What follows belongs to an exercise in optimizing a design on an open flow for small area and a short achievable clock period; a production flow would make more cautious choices.
The RTL of this run was laid out without a check of its function.
Power is estimated from default activity; no workload was simulated.

==> design.v <==
module FpAlign (
    input  [31:0] iA,
    input  [31:0] iB,
    output        oLs,
    output [7:0]  oLe,
    output [22:0] oLf,
    output [24:0] oSal,      
    output        oSh16,     
    output        oKill,     
    output        oSticky,   
    output        oSub
);
    wire [7:0]  a_e = iA[30:23];
    wire [7:0]  b_e = iB[30:23];
    wire        a_larger;
    FpGreater #(.W(31)) CA (.iA(iA[30:0]), .iB(iB[30:0]), .oGt(a_larger));
    wire        e_gt;
    FpGreater #(.W(8)) CE (.iA(a_e), .iB(b_e), .oGt(e_gt));
    wire        e_eq = (a_e == b_e);
    wire [7:0]  d_ab = a_e - b_e;
    wire [7:0]  d_ba = b_e - a_e;
    wire [7:0]  d    = e_gt ? d_ab : d_ba;
    wire [22:0] s_f  = e_gt ? iB[22:0] : iA[22:0];
    wire [22:0] s_fq = a_larger ? iB[22:0] : iA[22:0];
    assign oLs  = a_larger ? iA[31] : iB[31];
    assign oLe  = e_gt ? a_e : b_e;
    assign oLf  = a_larger ? iA[22:0] : iB[22:0];
    assign oSub = iA[31] ^ iB[31];
    wire   sez = (a_e == 8'b0) || (b_e == 8'b0);
    wire [24:0] x = {1'b1, s_f, 1'b0};
    assign oSal  = e_eq ? {1'b1, s_fq, 1'b0} : (x >> d[3:0]);
    assign oSh16 = !e_eq && d[4];
    assign oKill = !e_eq && (sez || d[7:5] != 3'b0);
    wire [4:0]  tz_a = fp_tz(iA[22:0]);
    wire [4:0]  tz_b = fp_tz(iB[22:0]);
    wire        st_a = (d_ba >= {3'b0, tz_a} + 8'd2) && (d_ba <= 8'd47);
    wire        st_b = (d_ab >= {3'b0, tz_b} + 8'd2) && (d_ab <= 8'd47);
    assign oSticky = !sez && !e_eq && (e_gt ? st_b : st_a);
    function [4:0] fp_tz(input [22:0] f);
        integer k;
        begin
            fp_tz = 5'd23;
            for (k = 22; k >= 0; k = k - 1)
                if (f[k]) fp_tz = k;
        end
    endfunction
endmodule
module FpNorm (
    input         iV,        
    input         iLs,
    input  [7:0]  iLe,
    input  [22:0] iLf,
    input  [24:0] iSal,
    input         iSh16,
    input         iKill,
    input         iSticky,
    input         iSub,
    output [31:0] oSum
);
    wire [25:0] lsh = {2'b01, iLf, 1'b0};
    wire [24:0] sal = iKill ? 25'b0 : iSh16 ? {16'b0, iSal[24:16]} : iSal;
    wire [25:0] pre = lsh + ({1'b0, sal} ^ {26{iSub}}) + (iSub & ~iSticky);
    reg [4:0] s;
    integer k;
    always @* begin
        s = 5'd31;
        for (k = 0; k < 26; k = k + 1)
            if (pre[k]) s = 25 - k;
    end
    wire [25:0] n5 = pre << s;
    wire [22:0] frac = n5[24:2];
    wire [7:0]  e1   = iLe + 8'd1;
    wire [4:0]  eh0  = e1[7:3];
    wire [4:0]  eh1  = eh0 - 5'd1;
    wire [4:0]  eh2  = eh0 - 5'd2;
    wire [4:0]  eh3  = eh0 - 5'd3;
    wire [4:0]  eh4  = eh0 - 5'd4;
    reg  [2:0]  el_c [0:7];
    reg  [7:0]  el_b;
    integer j;
    always @* begin
        for (j = 0; j < 8; j = j + 1) begin
            el_c[j] = e1[2:0] - j;
            el_b[j] = (j > e1[2:0]);
        end
    end
    wire [3:0]  el   = {el_b[s[2:0]], el_c[s[2:0]]};
    reg  [4:0]  eh;
    always @* begin
        case ({s[4:3], el[3]})
            3'b000:  eh = eh0;
            3'b001:  eh = eh1;
            3'b010:  eh = eh1;
            3'b011:  eh = eh2;
            3'b100:  eh = eh2;
            3'b101:  eh = eh3;
            3'b110:  eh = eh3;
            default: eh = eh4;
        endcase
    end
    wire [7:0]  e    = {eh, el[2:0]};
    wire [25:0] top;
    genvar i;
    generate
        for (i = 0; i < 26; i = i + 1) begin : g_top
            assign top[25 - i] = ({1'b0, iLe[6:0]} + 8'd2 > i);
        end
    endgenerate
    wire underflow = iLe[7] && ((pre & top) == 26'b0);
    wire zero      = (pre == 26'b0);
    assign oSum = !iV                  ? 32'b0 :
                  (underflow || zero)  ? 32'b0 :
                  {iLs, e, frac};
endmodule
module FpGreater #(parameter W = 31) (
    input  [W-1:0] iA,
    input  [W-1:0] iB,
    output         oGt
);
    localparam N = 1 << $clog2(W);
    wire [2*N-2:0] g, l;
    genvar i;
    generate
        for (i = 0; i < N; i = i + 1) begin : g_leaf
            if (i < W) begin : g_bit
                assign g[N-1+i] = iA[i] & ~iB[i];
                assign l[N-1+i] = ~iA[i] & iB[i];
            end else begin : g_pad
                assign g[N-1+i] = 1'b0;
                assign l[N-1+i] = 1'b0;
            end
        end
        for (i = N - 2; i >= 0; i = i - 1) begin : g_node
            assign g[i] = g[2*i+2] | (~l[2*i+2] & g[2*i+1]);
            assign l[i] = l[2*i+2] | (~g[2*i+2] & l[2*i+1]);
        end
    endgenerate
    assign oGt = g[0];
endmodule
`timescale 1ns/10ps
module fp_adder_synth (data, value, row, clk, rst);
    output [31:0] data;
    input  [31:0] value;
    input  [31:0] row;
    input         clk;
    input         rst;
    wire        l_s;
    wire [7:0]  l_e;
    wire [22:0] l_f;
    wire [24:0] s_al;
    wire        s_sticky;
    wire        s_sh16;
    wire        s_kill;
    wire        op_sub;
    FpAlign AL (.iA(value), .iB(row), .oLs(l_s), .oLe(l_e), .oLf(l_f),
                .oSal(s_al), .oSh16(s_sh16), .oKill(s_kill), .oSticky(s_sticky), .oSub(op_sub));
    reg         r_v;
    reg         r_ls;
    reg  [7:0]  r_le;
    reg  [22:0] r_lf;
    reg  [24:0] r_sal;
    reg         r_sticky;
    reg         r_sh16;
    reg         r_kill;
    reg         r_sub;
    wire both_ez = (value[30:23] == 8'b0) && (row[30:23] == 8'b0);
    always @(posedge clk) begin
        r_v      <= rst && !both_ez;
        r_ls     <= l_s;
        r_le     <= l_e;
        r_lf     <= l_f;
        r_sal    <= s_al;
        r_sticky <= s_sticky;
        r_sh16   <= s_sh16;
        r_kill   <= s_kill;
        r_sub    <= op_sub;
    end
    wire [31:0] sum;
    FpNorm NM (.iV(r_v), .iLs(r_ls), .iLe(r_le), .iLf(r_lf), .iSal(r_sal), .iSh16(r_sh16), .iKill(r_kill),
               .iSticky(r_sticky), .iSub(r_sub), .oSum(sum));
    reg [31:0] data;
    always @(posedge clk) begin
        if (!rst)
            data <= 32'b0;
        else
            data <= sum;
    end
endmodule
==> flow/run.sh <==
#!/bin/bash
# Standard synthesis and layout; the port buffers use plain buffers instead
# of the default delay cells, and timing repair aims for more setup slack.
set -euo pipefail
bash standard.sh BUFFER_PORTS_ARGS="-buffer_cell sky130_fd_sc_hd__buf_1" SETUP_SLACK_MARGIN=6.5 finish > standard.log 2>&1
==> standard.sh <==
#!/bin/bash
# synth_recipe.tcl (not shown) runs the flow's synth.tcl, then flattens the netlist and writes it again
# the make line also repeats each setting of config.mk as NAME=value (left out here)
make -C /OpenROAD-flow-scripts/flow DESIGN_CONFIG=/design/flow/config.mk WORK_HOME=/design/flow/orfs CLKGATE_MAP_FILE= SYNTH_SCRIPT=/design/flow/synth_recipe.tcl "${@:-finish}"
==> config.mk <==
export PLATFORM = sky130hd
export DESIGN_NAME = fp_adder_synth
export DESIGN_NICKNAME = fp_adder_synth
export VERILOG_FILES = /design/flow/design.v
export SDC_FILE = /design/flow/constraint.sdc
export NUM_CORES = 4
export LEC_CHECK = 0
export ABC_AREA = 1
export CAP_MARGIN = 20
export CORE_MARGIN = 2
export CORE_UTILIZATION = 40
export SLEW_MARGIN = 20
==> constraint.sdc <==
create_clock -name core_clock -period 12.5 [get_ports {clk}]
set_input_delay 2.5000 -clock core_clock [delete_from_list [all_inputs] [get_ports {clk}]]
set_output_delay 2.5000 -clock core_clock [all_outputs]
set_load 0.01 [all_outputs]
==> results.yml <==
finish:
  nFillCells: 2838
  final_cell_mix: "nand2_1, inv_1, o21ai_0"
  area_delta_synth_final_pct: 11.22
  finalNetCount: 1979
  stdcell_area_um2: 11850
  multi_input_area_um2: 7714
  final_common_cell: "nand2_1"
  post_route_cells_drive_above_1_share_pct: 7.609
  seqCellArea_um2: 1891
drt:
  postRouteAntennaNets: 0
  drt_pre_antenna_iters: 16
  dr_total_vias: 11740
  vias_per_cell: 5.396
  first_iter_violations: 1018
  drc: 0
  wirelength_um: 35930
  wl_per_cell_um: 16.51
global_route:
  grt_pass1_vias: 10700
  grt_pass1_wl_um: 55550
  grt_max_degree: 82
  grt_antenna_before_repair: 0
  grt-ovfl-total: 0
  grtUsageTotal_pct: 24.68
place:
  place_congestion: 0.9949
  dp_slack_ps: 5719
  port-buffer-count: 97
  place_hpwl_um: 29120
  placed_cell_area_um2: 11220
worst_setup_path:
  critPathLaunchType: "flop"
  crit_top_cell: "nand2_1"
  crit_family: "simple AND/OR/NAND/NOR gates"
  required_ps: 12750
  setup.worst_path.class: "reg -> reg"
  endpoint_kind: "flop"
  r2r_slack_ps: 6870
  crit_path_max_incr_delay_ps: 470
  reg2reg_depth: 34
  r2r-end: "data[30]$_SDFF_PP0_"
  arrival_ps: 5880
  slowest_stage: "fa_1"
  critPathBufInv: 6
  crit_fanout: 19
  reg2reg_from: "r_sub$_DFF_P_"
pwr:
  p_per_area_nw_per_um2: 224.6
  ir_drop_v: 0.00008362
  power.leakage_uw: 0.005636
timing:
  fin_skew_ps: 11.44
  finalMaxSlewViolations: 0
  rsz0062_at_grt: "yes"
  finalSetupViolations: 0
  setup_ws_ps: 6871
  period_needed_ps: 5629
  fmax_mhz: 177.7
  slew_headroom_pct: 44.14
  fin_crit_sh_pct: 45.03
  fin_setup_tns_ps: 0
  final_hold_viol_count: 0
  max_slew.worst_pin.slew_ps: 835.0
synth:
  syn_area_per_cell_um2: 6.062
  syn-cell-area_um2: 10660
  yosys_warnings: 4
  syn_inst: 1758
  yosysUniqueCellTypes: 66
  synth_edf_count: 0
  ys_seq_elements: 94
  synth-async-reset-ratio_pct: 0
  yosysSeqAreaShare_pct: 17.66
  ys.flop_type: "dfxtp_1"
clocking:
  numCtsBuffers: 9
  clkLatencyLatePin_ps: 360
  cts_tree: "built"
  htreeDepth: 3
  cts.clk_slew.worst_paths_ps: 80
  cts_buffer_depth: 2
  cts_root_buf: "clkbuf_16"
  cts_hold_buffers: 0
  clock_sinks: 94
floorplanning:
  die_w_um: 167.2
  start_util_pct: 40.78
  ios: 98
  rows: 59
  die_y_um: 167.2
  fp.dieArea_um2: 27970
  core_um2: 26130
worst_hold_path:
  min_path_cells: 2
  hold_start: "r_ls$_DFF_P_"
  hold_end: "data[31]$_SDFF_PP0_"
  hold_class: "reg -> reg"
outcome:
  outcome: "complete, no violations"
flow_run:
  cap_viol_max_count: 0
[flip-flops by register name, indices dropped and copies added (netlist names)]
register  flops
r_ls          1
r_le          8
r_sub         1
r_sal        25
r_sh16        1
r_kill        1
r_sticky      1
data         32
r_v           1
r_lf         23
[cells by family after synthesis]
logic type	Yosys count	synth area share, %
and+or+nand+nor	748	29.74
muxes	12	1.127
adders and majority gates	78	9.439
AOI/OAI and AO/OA	452	24.74
xor gates and xnor gates	68	5.940
buffers and inverters	305	11.33
other	1	0.03519
DFF	94	17.66
[worst max path at each step]
stage | start | end | slack (ps) | cells past startpoint
floorplan | r_sub$_DFF_P_ | data[30]$_SDFF_PP0_ | 7300 | 47
global placement | r_sub$_DFF_P_ | data[30]$_SDFF_PP0_ | 5890 | 38
detailed placement | r_sub$_DFF_P_ | data[30]$_SDFF_PP0_ | 5720 | 39
CTS | r_sh16$_DFF_P_ | data[30]$_SDFF_PP0_ | 6560 | 39
global route | r_sh16$_DFF_P_ | data[30]$_SDFF_PP0_ | 6420 | 48
finish | r_sub$_DFF_P_ | data[30]$_SDFF_PP0_ | 6870 | 34
[power breakdown]
part / switching (uW) / total (uW) / leakage, uW / internal [uW]
Sequential: 44.0 / 444 / 0.000785 / 400
Clock: 134 / 278 / 0.000152 / 143
Combinational: 1320 / 1940 / 0.00470 / 617
Total: 1500 / 2660 / 0.00564 / 1160
[Yosys cell counts, drive strengths merged (5+ instances only)]
library cell,n,area share (%)
mux2i,12,1.1
clkbuf,46,1.6
buf,15,1.1
o211ai,20,1.4
nand2,464,17
nor2,158,6.0
inv,241,8.5
a21oi,101,4.9
o31ai,10,0.70
o22ai,12,0.76
o221ai,13,1.1
xnor2,7,0.79
dfxtp,94,18
nand3,82,4.2
nor3,14,0.75
nor4,6,0.35
ha,74,8.7
o21a,8,0.56
a31oi,12,0.70
a211oi,5,0.35
xor2,61,5.2
o21ai,240,12
nand4,17,1.0
[cell type report]
cell class              instances  area share, %
well taps                     335          3.536
inverters                     244          8.001
diodes                          1        0.02111
flip-flops and latches         94          15.95
clock buffers                   9          1.900
repair inverters                1        0.04222
repair buffers                121          4.729
multi-input cells            1364          65.07
clock inverters                 7         0.7494
[repair_timing]
action	CTS	global route
pin swaps	1	5
resized for setup	11	24
endpoints found under the setup margin	4	14
cloned	0	5
setup buffers	5	12
[metal layers]
metal | global-route usage (%) | routed length [um] | vias to the layer above
met2 | 43.30 | 17190 | 440
met1 | 30.97 | 15520 | 5277
li1 | - | - | 5960
met5 | 0 | 0 | -
met3 | 2.883 | 1958 | 65
met4 | 9.527 | 1255 | 0
[worst reg2reg max path, delay by kind of cell (launching register included)]
kind / cells / cell delay [ps]
AND/OR/NAND/NOR: 18 / 1960
adder cells (fa/ha/maj): 2 / 840
buffers and inverters: 6 / 810
AO/OA/AOI/OAI: 5 / 810
XOR/XNOR: 3 / 680
flip-flops: 1 / 430
[through the flow]
step	std cells	total power (uW)	util [%]	hold WS, ps
4_1_cts	2158	2561	44.39	471.0
5_1_grt	2175	2900	45.35	493.3
3_5_place_dp	2137	2266	42.92	460.9
3_3_place_gp	2137	2270	42.92	460.4
2_1_floorplan	1759	1852	-	393.6
6_report	2176	2662	45.36	450.3

separate check: timing with driven ports:
No port has a modelled driver above. Below, the same layout with a new extraction and two added sets of constraints.
Step 1, drivers: a clkbuf_16 drives clk and a buf_2 each remaining input, both assumed.
Step 2 also shifts input and output timing later by t, the mid clock arrival at the registers, as if the neighbouring blocks saw the same clock.
a / b / c = ideal / step 1 / step 2; a / b = the first two.
t (ns): 0.398
slack for setup (ns): 6.871 / 6.871 / 6.516
clock arrival spread, ns: 0.014 / 0.014
slew at the worst register clock pin (ns): 0.08 / 0.08
After both steps setup and hold are still met in this run. For this run, drivers alone change the setup slack by 0.000 ns; drivers and shift together by -0.355 ns.
